This design comes from an exercise in tuning for small area and a short achievable clock period on the open sky130 flow, not from production work. At most, simulation tests tie the RTL to the original design; equivalence was not proved. Power figures rest on the tool's default switching activity, not on a simulated workload.

==> 04-26: inputs <==
## mod3_1
module mod3_1(
  input clk,
  input reset_n,
  input signed [22:0] a,
  input signed [22:0] b,
  input signed [16:0] c,
  output signed [39:0] y
);
  reg [23:0] d1n, d2n;
  reg r1q, f1q;
  reg [8:0] one_q, two_q, neg_q, onen_q, twon_q;
  reg [11:0] ylo;
  reg cyq;
  reg [27:0] h0;
  reg [27:0] h1;
  reg kq;
  wire kill = ~reset_n | f1q;
  wire [8:0] one_w, two_w, neg_w;
  wire [16:0] c1 = c;
  assign one_w[0] = c1[0] ^ 1'b0;
  assign two_w[0] = (c1[1] & ~c1[0] & ~1'b0) | (~c1[1] & c1[0] & 1'b0);
  assign neg_w[0] = c1[1];
  assign one_w[1] = c1[2] ^ c1[1];
  assign two_w[1] = (c1[3] & ~c1[2] & ~c1[1]) | (~c1[3] & c1[2] & c1[1]);
  assign neg_w[1] = c1[3];
  assign one_w[2] = c1[4] ^ c1[3];
  assign two_w[2] = (c1[5] & ~c1[4] & ~c1[3]) | (~c1[5] & c1[4] & c1[3]);
  assign neg_w[2] = c1[5];
  assign one_w[3] = c1[6] ^ c1[5];
  assign two_w[3] = (c1[7] & ~c1[6] & ~c1[5]) | (~c1[7] & c1[6] & c1[5]);
  assign neg_w[3] = c1[7];
  assign one_w[4] = c1[8] ^ c1[7];
  assign two_w[4] = (c1[9] & ~c1[8] & ~c1[7]) | (~c1[9] & c1[8] & c1[7]);
  assign neg_w[4] = c1[9];
  assign one_w[5] = c1[10] ^ c1[9];
  assign two_w[5] = (c1[11] & ~c1[10] & ~c1[9]) | (~c1[11] & c1[10] & c1[9]);
  assign neg_w[5] = c1[11];
  assign one_w[6] = c1[12] ^ c1[11];
  assign two_w[6] = (c1[13] & ~c1[12] & ~c1[11]) | (~c1[13] & c1[12] & c1[11]);
  assign neg_w[6] = c1[13];
  assign one_w[7] = c1[14] ^ c1[13];
  assign two_w[7] = (c1[15] & ~c1[14] & ~c1[13]) | (~c1[15] & c1[14] & c1[13]);
  assign neg_w[7] = c1[15];
  assign one_w[8] = c1[16] ^ c1[15];
  assign two_w[8] = (c1[16] & ~c1[16] & ~c1[15]) | (~c1[16] & c1[16] & c1[15]);
  assign neg_w[8] = c1[16];
  ...
clock: 7.0 ns
lec_check: 0
abc_area: 1
cap_margin: 20
core_margin: 2
core_utilization: 75
cts_buf_list: sky130_fd_sc_hd__clkbuf_8
setup_slack_margin: 3.4
slew_margin: 70
standard.sh (not shown) runs the stock make flow with config.mk's settings and CLKGATE_MAP_FILE= SYNTH_SCRIPT=/design/flow/synth_recipe.tcl, a recipe that flattens the netlist after the stock synthesis.
==> flow/flow/run.sh <==
#!/bin/bash
# Layout flow: the standard layout (standard.sh) with two changes:
#  1. synthesis runs Yosys's synth with -noabc, so the generic "abc -fast" pass does not
#     restructure the design's adder cells before extract_fa; everything else in the
#     synthesis script (synth_recipe.tcl and ORFS synth.tcl) is unchanged.
#  2. the port buffers that place inserts are sky130_fd_sc_hd__buf_1 (buffer_ports
#     -buffer_cell) instead of the cell buffer_ports picks by default.
set -euo pipefail
work=$PWD
sed 's/synth -nofsm -noshare {\*}\$args/synth -nofsm -noshare -noabc {*}$args/' \
  synth_recipe.tcl > flow_synth.tcl
grep -q -- '-noabc' flow_synth.tcl
bash standard.sh "SYNTH_SCRIPT=$work/flow_synth.tcl" \
  "BUFFER_PORTS_ARGS=-buffer_cell ${PORT_BUF:-sky130_fd_sc_hd__buf_1}" finish \
  > flow_make.log 2>&1
==> inputs of 09-20, as changes to 04-26 <==
Settings changed: CORE_UTILIZATION 75 to 65, PLACE_DENSITY set to 0.8.
==> flow_summary.yaml <==
clocking:
  clkTransAtPathRegs_ns: 0.09
finish:
  fillers: 1609
  final-instance-count-excl-fill: 1974
status:
  run_status: "no timing/DRC/antenna violations"
setup_path:
  startpoint: "h0[21]"
detailed_routing:
  topRoutingLayerUsed: "met4"
the above is filed under 09-20

==> flow_summary.yaml <==
detailed_routing:
  topRoutingLayerUsed: "met5"
synth:
  synth_compound_area_share_pct: 11.0
  synth_seq_cells: 146
status:
  run_status: "no timing/DRC/antenna violations"
finish:
  final-instance-count-excl-fill: 1927
placement:
  gp_congestion: 0.947
setup_path:
  startpoint: "cyq"
the above is filed under 04-26


==> job 3004: inputs <==
mod3_1 again, from the RTL that the note above started with.
Settings: LEC_CHECK=0, ABC_AREA=1, CAP_MARGIN=20, CORE_MARGIN=2, CORE_UTILIZATION=40, SLEW_MARGIN=70; clock period 7.0 ns.
Scripts as last shown in full above: flow/flow/run.sh
==> job 6235: changes against job 3004 <==
==> flow/flow/run.sh (replaced) <==
#!/bin/bash
# Layout flow: the standard layout (standard.sh, ORFS make) with these changes:
#  1. synthesis runs Yosys's synth with -noabc, so the generic "abc -fast" pass does not
#     restructure the adder logic before extract_fa; the rest of synth_recipe.tcl is unchanged
#     (same registers and names).
#  2. a copy of ORFS's scripts is used in which synth.tcl extracts only full adders
#     (extract_fa -fa): half adders are left to ABC as plain gates.
#  3. the port buffers that placement inserts are sky130_fd_sc_hd__buf_1.
# Each tool's output goes to ORFS's own logs (orfs/logs/...), and make's output to flow_make.log.
set -euo pipefail
work=$PWD
sed 's/synth -nofsm -noshare {\*}\$args/synth -nofsm -noshare -noabc {*}$args/' \
  synth_recipe.tcl > flow_synth.tcl
grep -q -- '-noabc' flow_synth.tcl
rm -rf flow_scripts
cp -r "$FLOW_HOME/scripts" flow_scripts
sed -i 's/^  extract_fa {\*}\[dont_use_extract_fa_args\]$/  extract_fa -fa/' flow_scripts/synth.tcl
grep -q '^  extract_fa -fa$' flow_scripts/synth.tcl
bash standard.sh "SYNTH_SCRIPT=$work/flow_synth.tcl" "SCRIPTS_DIR=$work/flow_scripts" \
  "BUFFER_PORTS_ARGS=-buffer_cell sky130_fd_sc_hd__buf_1" finish \
  > flow_make.log 2>&1
CORE_UTILIZATION = 65   (was 40)
CTS_BUF_LIST = sky130_fd_sc_hd__clkbuf_8   (was default)
SETUP_SLACK_MARGIN = 3.4   (was default)
==> qor summary <==
	job 3004	job 6235
Status	complete, no violations	complete, no violations
Share of total power consumed by net switching	0.486	0.516
Netlist area before placement	14400 um^2	14200 um^2
Layout net count	2021	2028
Number of instances in the synthesized netlist	1664	1735
Post-synthesis sequential area ratio	0.203	0.206
Relative max-transition margin	0.707	0.688
Fraction of met2 tracks used by global routing	0.312	0.548
Non-filler instance count after layout	2154	2074
Portion of the layout cell area used by clock cells	0.0395	0.0220
Multi-input gate area in the final layout	10300 um^2	11000 um^2
Destination of the worst register-to-register timing path	ylo[9]	h1[5]
Setup slack after layout	3.28 ns	3.41 ns

==> inputs of branch quartz <==
Another version of the RTL of mod3_1 (not shown whole).
Settings: LEC_CHECK=0, ABC_AREA=1, CAP_MARGIN=20, CORE_MARGIN=2, CORE_UTILIZATION=65, CTS_BUF_LIST=sky130_fd_sc_hd__clkbuf_8, SETUP_SLACK_MARGIN=3.4, SLEW_MARGIN=70; clock period 7.0 ns.
==> flow/flow/run.sh <==
#!/bin/bash
# Layout flow: the standard layout (standard.sh) with two changes:
#  1. synthesis runs Yosys's synth with -noabc, so the generic "abc -fast" pass does not
#     restructure the design's adder cells before extract_fa; everything else in the
#     synthesis script (synth_recipe.tcl and ORFS synth.tcl) is unchanged.
#  2. the port buffers that place inserts are sky130_fd_sc_hd__buf_1 (buffer_ports
#     -buffer_cell) instead of the cell buffer_ports picks by default.
set -euo pipefail
work=$PWD
sed 's/synth -nofsm -noshare {\*}\$args/synth -nofsm -noshare -noabc {*}$args/' \
  synth_recipe.tcl > flow_synth.tcl
grep -q -- '-noabc' flow_synth.tcl
bash standard.sh "SYNTH_SCRIPT=$work/flow_synth.tcl" \
  "BUFFER_PORTS_ARGS=-buffer_cell ${PORT_BUF:-sky130_fd_sc_hd__buf_1}" finish \
  > flow_make.log 2>&1
==> inputs of branch harbor, as changes to branch quartz <==
Settings changed: SLEW_MARGIN 70 to 20.
==> inputs of branch raven, as changes to branch quartz <==
Settings changed: SETUP_SLACK_MARGIN 3.4 to 3.6.
==> qor summary <==
| metric | branch quartz | branch raven | branch harbor |
|---|---|---|---|
| Status | finished clean | finished clean | finished clean |
| Endpoint required time on the critical path | 7350 ps | 7350 ps | 7340 ps |
| Sequential-cell power consumption | 1.75 mW | 1.75 mW | 1.74 mW |
| Clock slew at reported path FFs | 110 ps | 100 ps | 110 ps |
| Fraction of power consumed by the clock network | 8.1% | 7.7% | 8.1% |
| Met1 Track Usage GR | 42.5% | 42.5% | 42.5% |
| Post-Route WL | 34.7 mm | 36.9 mm | 34.4 mm |
| Critical Path Max Stage Delay | 560 ps | 570 ps | 630 ps |
| Setup slack at placement | 3240 ps | 3270 ps | 3140 ps |
| CP max-delay cell | sky130_fd_sc_hd__fa_1 | sky130_fd_sc_hd__fa_1 | sky130_fd_sc_hd__dfxtp_2 |
| Detail Placement HPWL | 25.6 mm | 25.7 mm | 25.6 mm |
| Via count of the first global-routing pass | 11100 | 11500 | 11200 |
| Met3 Use GR | 7.54% | 7.62% | 6.51% |
| Worst Slack Setup Final | 3540 ps | 3620 ps | 3490 ps |
| Pwr/cell area | 547 nW/um2 | 542 nW/um2 | 551 nW/um2 |
| Switching share of power | 49.1% | 48.7% | 49.1% |
| Internal Dissipation | 4.25 mW | 4.50 mW | 4.25 mW |
| First-pass GRT wire length | 56.9 mm | 57.5 mm | 56.6 mm |
| Number of detailed-routing iterations run before antenna repair | 7 | 6 | 5 |
| # Post-CTS Setup Buffers | 0 | 4 | 0 |
| Non-clock buffering overhead in the final layout | 3.40% | 6.23% | 3.07% |
| Multi-input logic area | 10300 um2 | 10700 um2 | 10300 um2 |
| Post-Place Cells | 1877 | 1877 | 1876 |

==> build 83 <==
Another version of the RTL of mod3_1 (not shown whole).
// mod3_1
module mod3_1(
  input clk,
  input reset_n,
  input signed [22:0] a,
  input signed [22:0] b,
  input signed [16:0] c,
  output signed [39:0] y
);
export LEC_CHECK = 0
export ABC_AREA = 1
export CAP_MARGIN = 20
export CORE_MARGIN = 2
export CORE_UTILIZATION = 40
export SLEW_MARGIN = 70
create_clock -name core_clock -period 7.0 [get_ports {clk}]
Scripts as last shown in full above: flow/flow/run.sh
==> trial 1: changes against build 83 <==
--- a/flow/design.v
+++ b/flow/design.v
@@ -11,10 +11,11 @@
   reg [8:0] one_q, two_q, neg_q, onen_q, twon_q;
   reg [11:0] ylo;
   reg cyq;
   reg [27:0] h0;
   reg [27:0] h1;
+  reg kq;
   wire kill = ~reset_n | f1q;
   wire [8:0] one_w, two_w, neg_w;
   wire [16:0] c1 = c;
   assign one_w[0] = c1[0] ^ 1'b0;
   assign two_w[0] = (c1[1] & ~c1[0] & ~1'b0) | (~c1[1] & c1[0] & 1'b0);
@@ -1710,79 +1711,79 @@
   assign pg692 = pg676 | (pp677 & pg686);
   assign pp693 = pp677 & pp687;
   assign pg694 = pg678 | (pp679 & pg686);
   assign pp695 = pp679 & pp687;
   wire [11:0] ylo_d;
-  assign ylo_d[0] = (fp632) & ~kill;
-  assign ylo_d[1] = (fp634 ^ fg633) & ~kill;
-  assign ylo_d[2] = (fp636 ^ pg656) & ~kill;
-  assign ylo_d[3] = (fp638 ^ pg668) & ~kill;
-  assign ylo_d[4] = (fp640 ^ pg670) & ~kill;
-  assign ylo_d[5] = (fp642 ^ pg680) & ~kill;
-  assign ylo_d[6] = (fp644 ^ pg682) & ~kill;
-  assign ylo_d[7] = (fp646 ^ pg684) & ~kill;
-  assign ylo_d[8] = (fp648 ^ pg686) & ~kill;
-  assign ylo_d[9] = (fp650 ^ pg688) & ~kill;
-  assign ylo_d[10] = (fp652 ^ pg690) & ~kill;
-  assign ylo_d[11] = (fp654 ^ pg692) & ~kill;
+  assign ylo_d[0] = fp632;
+  assign ylo_d[1] = fp634 ^ fg633;
+  assign ylo_d[2] = fp636 ^ pg656;
+  assign ylo_d[3] = fp638 ^ pg668;
+  assign ylo_d[4] = fp640 ^ pg670;
+  assign ylo_d[5] = fp642 ^ pg680;
+  assign ylo_d[6] = fp644 ^ pg682;
+  assign ylo_d[7] = fp646 ^ pg684;
+  assign ylo_d[8] = fp648 ^ pg686;
+  assign ylo_d[9] = fp650 ^ pg688;
+  assign ylo_d[10] = fp652 ^ pg690;
+  assign ylo_d[11] = fp654 ^ pg692;
   wire [27:0] h0_d, h1_d;
-  assign h0_d[0] = (co575) & ~kill;
-  assign h1_d[0] = (s576) & ~kill;
-  assign h0_d[1] = (co577) & ~kill;
-  assign h1_d[1] = (s578) & ~kill;
-  assign h0_d[2] = (co579) & ~kill;
-  assign h1_d[2] = (s580) & ~kill;
-  assign h0_d[3] = (co581) & ~kill;
-  assign h1_d[3] = (s582) & ~kill;
-  assign h0_d[4] = (co583) & ~kill;
-  assign h1_d[4] = (s584) & ~kill;
-  assign h0_d[5] = (co585) & ~kill;
-  assign h1_d[5] = (s586) & ~kill;
-  assign h0_d[6] = (co587) & ~kill;
-  assign h1_d[6] = (s588) & ~kill;
-  assign h0_d[7] = (co589) & ~kill;
-  assign h1_d[7] = (s590) & ~kill;
-  assign h0_d[8] = (co591) & ~kill;
-  assign h1_d[8] = (s592) & ~kill;
-  assign h0_d[9] = (co593) & ~kill;
-  assign h1_d[9] = (s594) & ~kill;
-  assign h0_d[10] = (co595) & ~kill;
-  assign h1_d[10] = (s596) & ~kill;
-  assign h0_d[11] = (co597) & ~kill;
-  assign h1_d[11] = (s598) & ~kill;
-  assign h0_d[12] = (co599) & ~kill;
-  assign h1_d[12] = (s600) & ~kill;
-  assign h0_d[13] = (co601) & ~kill;
-  assign h1_d[13] = (s602) & ~kill;
-  assign h0_d[14] = (co603) & ~kill;
-  assign h1_d[14] = (s604) & ~kill;
-  assign h0_d[15] = (co605) & ~kill;
-  assign h1_d[15] = (s606) & ~kill;
-  assign h0_d[16] = (co607) & ~kill;
-  assign h1_d[16] = (s608) & ~kill;
-  assign h0_d[17] = (co609) & ~kill;
-  assign h1_d[17] = (s610) & ~kill;
-  assign h0_d[18] = (co611) & ~kill;
-  assign h1_d[18] = (s612) & ~kill;
-  assign h0_d[19] = (co613) & ~kill;
-  assign h1_d[19] = (s614) & ~kill;
-  assign h0_d[20] = (co615) & ~kill;
-  assign h1_d[20] = (s616) & ~kill;
-  assign h0_d[21] = (co617) & ~kill;
-  assign h1_d[21] = (s618) & ~kill;
-  assign h0_d[22] = (co619) & ~kill;
-  assign h1_d[22] = (s620) & ~kill;
-  assign h0_d[23] = (co621) & ~kill;
-  assign h1_d[23] = (s622) & ~kill;
-  assign h0_d[24] = (co623) & ~kill;
-  assign h1_d[24] = (s624) & ~kill;
-  assign h0_d[25] = (co625) & ~kill;
-  assign h1_d[25] = (s626) & ~kill;
-  assign h0_d[26] = (co627) & ~kill;
-  assign h1_d[26] = (s628) & ~kill;
-  assign h0_d[27] = (co629) & ~kill;
-  assign h1_d[27] = (s630) & ~kill;
+  assign h0_d[0] = co575;
+  assign h1_d[0] = s576;
+  assign h0_d[1] = co577;
+  assign h1_d[1] = s578;
+  assign h0_d[2] = co579;
+  assign h1_d[2] = s580;
+  assign h0_d[3] = co581;
+  assign h1_d[3] = s582;
+  assign h0_d[4] = co583;
+  assign h1_d[4] = s584;
+  assign h0_d[5] = co585;
+  assign h1_d[5] = s586;
+  assign h0_d[6] = co587;
+  assign h1_d[6] = s588;
+  assign h0_d[7] = co589;
+  assign h1_d[7] = s590;
+  assign h0_d[8] = co591;
+  assign h1_d[8] = s592;
+  assign h0_d[9] = co593;
+  assign h1_d[9] = s594;
+  assign h0_d[10] = co595;
+  assign h1_d[10] = s596;
+  assign h0_d[11] = co597;
+  assign h1_d[11] = s598;
+  assign h0_d[12] = co599;
+  assign h1_d[12] = s600;
+  assign h0_d[13] = co601;
+  assign h1_d[13] = s602;
+  assign h0_d[14] = co603;
+  assign h1_d[14] = s604;
+  assign h0_d[15] = co605;
+  assign h1_d[15] = s606;
+  assign h0_d[16] = co607;
+  assign h1_d[16] = s608;
+  assign h0_d[17] = co609;
+  assign h1_d[17] = s610;
+  assign h0_d[18] = co611;
+  assign h1_d[18] = s612;
+  assign h0_d[19] = co613;
+  assign h1_d[19] = s614;
+  assign h0_d[20] = co615;
+  assign h1_d[20] = s616;
+  assign h0_d[21] = co617;
+  assign h1_d[21] = s618;
+  assign h0_d[22] = co619;
+  assign h1_d[22] = s620;
+  assign h0_d[23] = co621;
+  assign h1_d[23] = s622;
+  assign h0_d[24] = co623;
+  assign h1_d[24] = s624;
+  assign h0_d[25] = co625;
+  assign h1_d[25] = s626;
+  assign h0_d[26] = co627;
+  assign h1_d[26] = s628;
+  assign h0_d[27] = co629;
+  assign h1_d[27] = s630;
   wire [29:0] ax696, bx697, sm698;
   assign ax696 = {1'b0, h0[27], h0[26], h0[25], h0[24], h0[23], h0[22], h0[21], h0[20], h0[19], h0[18], h0[17], h0[16], h0[15], h0[14], h0[13], h0[12], h0[11], h0[10], h0[9], h0[8], h0[7], h0[6], h0[5], h0[4], h0[3], h0[2], h0[1], h0[0], 1'b1};
   assign bx697 = {1'b0, h1[27], h1[26], h1[25], h1[24], h1[23], h1[22], h1[21], h1[20], h1[19], h1[18], h1[17], h1[16], h1[15], h1[14], h1[13], h1[12], h1[11], h1[10], h1[9], h1[8], h1[7], h1[6], h1[5], h1[4], h1[3], h1[2], h1[1], h1[0], cyq};
   assign sm698 = ax696 + bx697;
   wire [39:0] sum;
@@ -1824,20 +1825,21 @@
   assign sum[35] = sm698[24];
   assign sum[36] = sm698[25];
   assign sum[37] = sm698[26];
   assign sum[38] = sm698[27];
   assign sum[39] = sm698[28];
-  assign y = sum;
+  assign y = sum & {40{~kq}};
   always @(posedge clk) begin
     d1n <= ~dsub;
     r1q <= ~reset_n;
     d2n <= d1n;
     f1q <= ~reset_n | r1q;
     onen_q <= ~one_w;
     twon_q <= ~two_w;
     neg_q <= neg_w;
     ylo <= ylo_d;
-    cyq <= (pg694) & ~kill;
+    cyq <= pg694;
     h0 <= h0_d;
     h1 <= h1_d;
+    kq <= kill;
   end
 endmodule
CORE_UTILIZATION = 85   (was 40)
CTS_BUF_LIST = sky130_fd_sc_hd__clkbuf_8   (was unset)
SETUP_SLACK_MARGIN = 3.4   (was unset)
==> comparison table <==
Result of the run: build 83 finished clean; trial 1 did not finish
Stage where the flow stopped: build 83 -; trial 1 global routing (5_1_grt)
Cell with the most instances after synthesis: build 83 xor2_1; trial 1 nand2_1
Number of library cell types mapped by synthesis: build 83 30; trial 1 28
Number of cells after detailed placement: build 83 2187; trial 1 1880
Adder-cell share of the synthesized area: build 83 0.326; trial 1 0.332
Clock sink total: build 83 145; trial 1 146
Die span in y: build 83 196 um; trial 1 134 um
Synth Area in Compound Gates: build 83 0.105; trial 1 0.110
Average cell area after synthesis: build 83 8.51 um2; trial 1 8.67 um2
Post-synthesis register bit count: build 83 145; trial 1 146
Number of cells upsized or downsized after cts: build 83 0; trial 1 23
Placement Rows: build 83 70; trial 1 47
Area share of the largest cell type after synthesis: build 83 0.241; trial 1 0.246
Initial core utilization: build 83 0.404; trial 1 0.869
Function not checked in build 83: the RTL went through the layout flow alone.

==> separate check: timing with driven ports <==
Ports are ideal in the flow. The routed layouts listed here were re-timed in OpenROAD. Step 1 assumes that a clkbuf_16 drives the clock port and a buf_2 every other input. Step 2 also shifts input and output timing later by t, the mid clock arrival at the registers, as if the neighbouring blocks saw the same clock. a / b / c = no drivers / after step 1 / after step 2; a / b = the first two.
run | t, ns | setup slack, ns | latest minus earliest clock arrival (ns) | worst slew at a driven data input, ns
04-26 | 0.526 | 3.379 / 3.330 / 3.336 | 0.031 / 0.030 | 0.04
09-20 | 0.506 | 3.437 / 3.398 / 3.355 | 0.019 / 0.019 | 0.04
job 3004 | 0.476 | 3.285 / 3.238 / 3.344 | 0.011 / 0.011 | 0.04
job 6235 | 0.512 | 3.414 / 3.366 / 3.221 | 0.020 / 0.020 | 0.03
branch quartz | 0.505 | 3.536 / 3.536 / 3.282 | 0.023 / 0.022 | 0.07
branch harbor | 0.504 | 3.491 / 3.491 / 3.275 | 0.032 / 0.031 | 0.07
branch raven | 0.508 | 3.619 / 3.614 / 3.325 | 0.024 / 0.025 | 0.04
build 83 | 0.482 | 3.202 / 3.153 / 3.317 | 0.014 / 0.014 | 0.06
After both steps every run listed still meets setup and hold. The setup slack of branch raven, which loses most, moves by -0.005 ns with the drivers and by -0.294 ns with both steps.
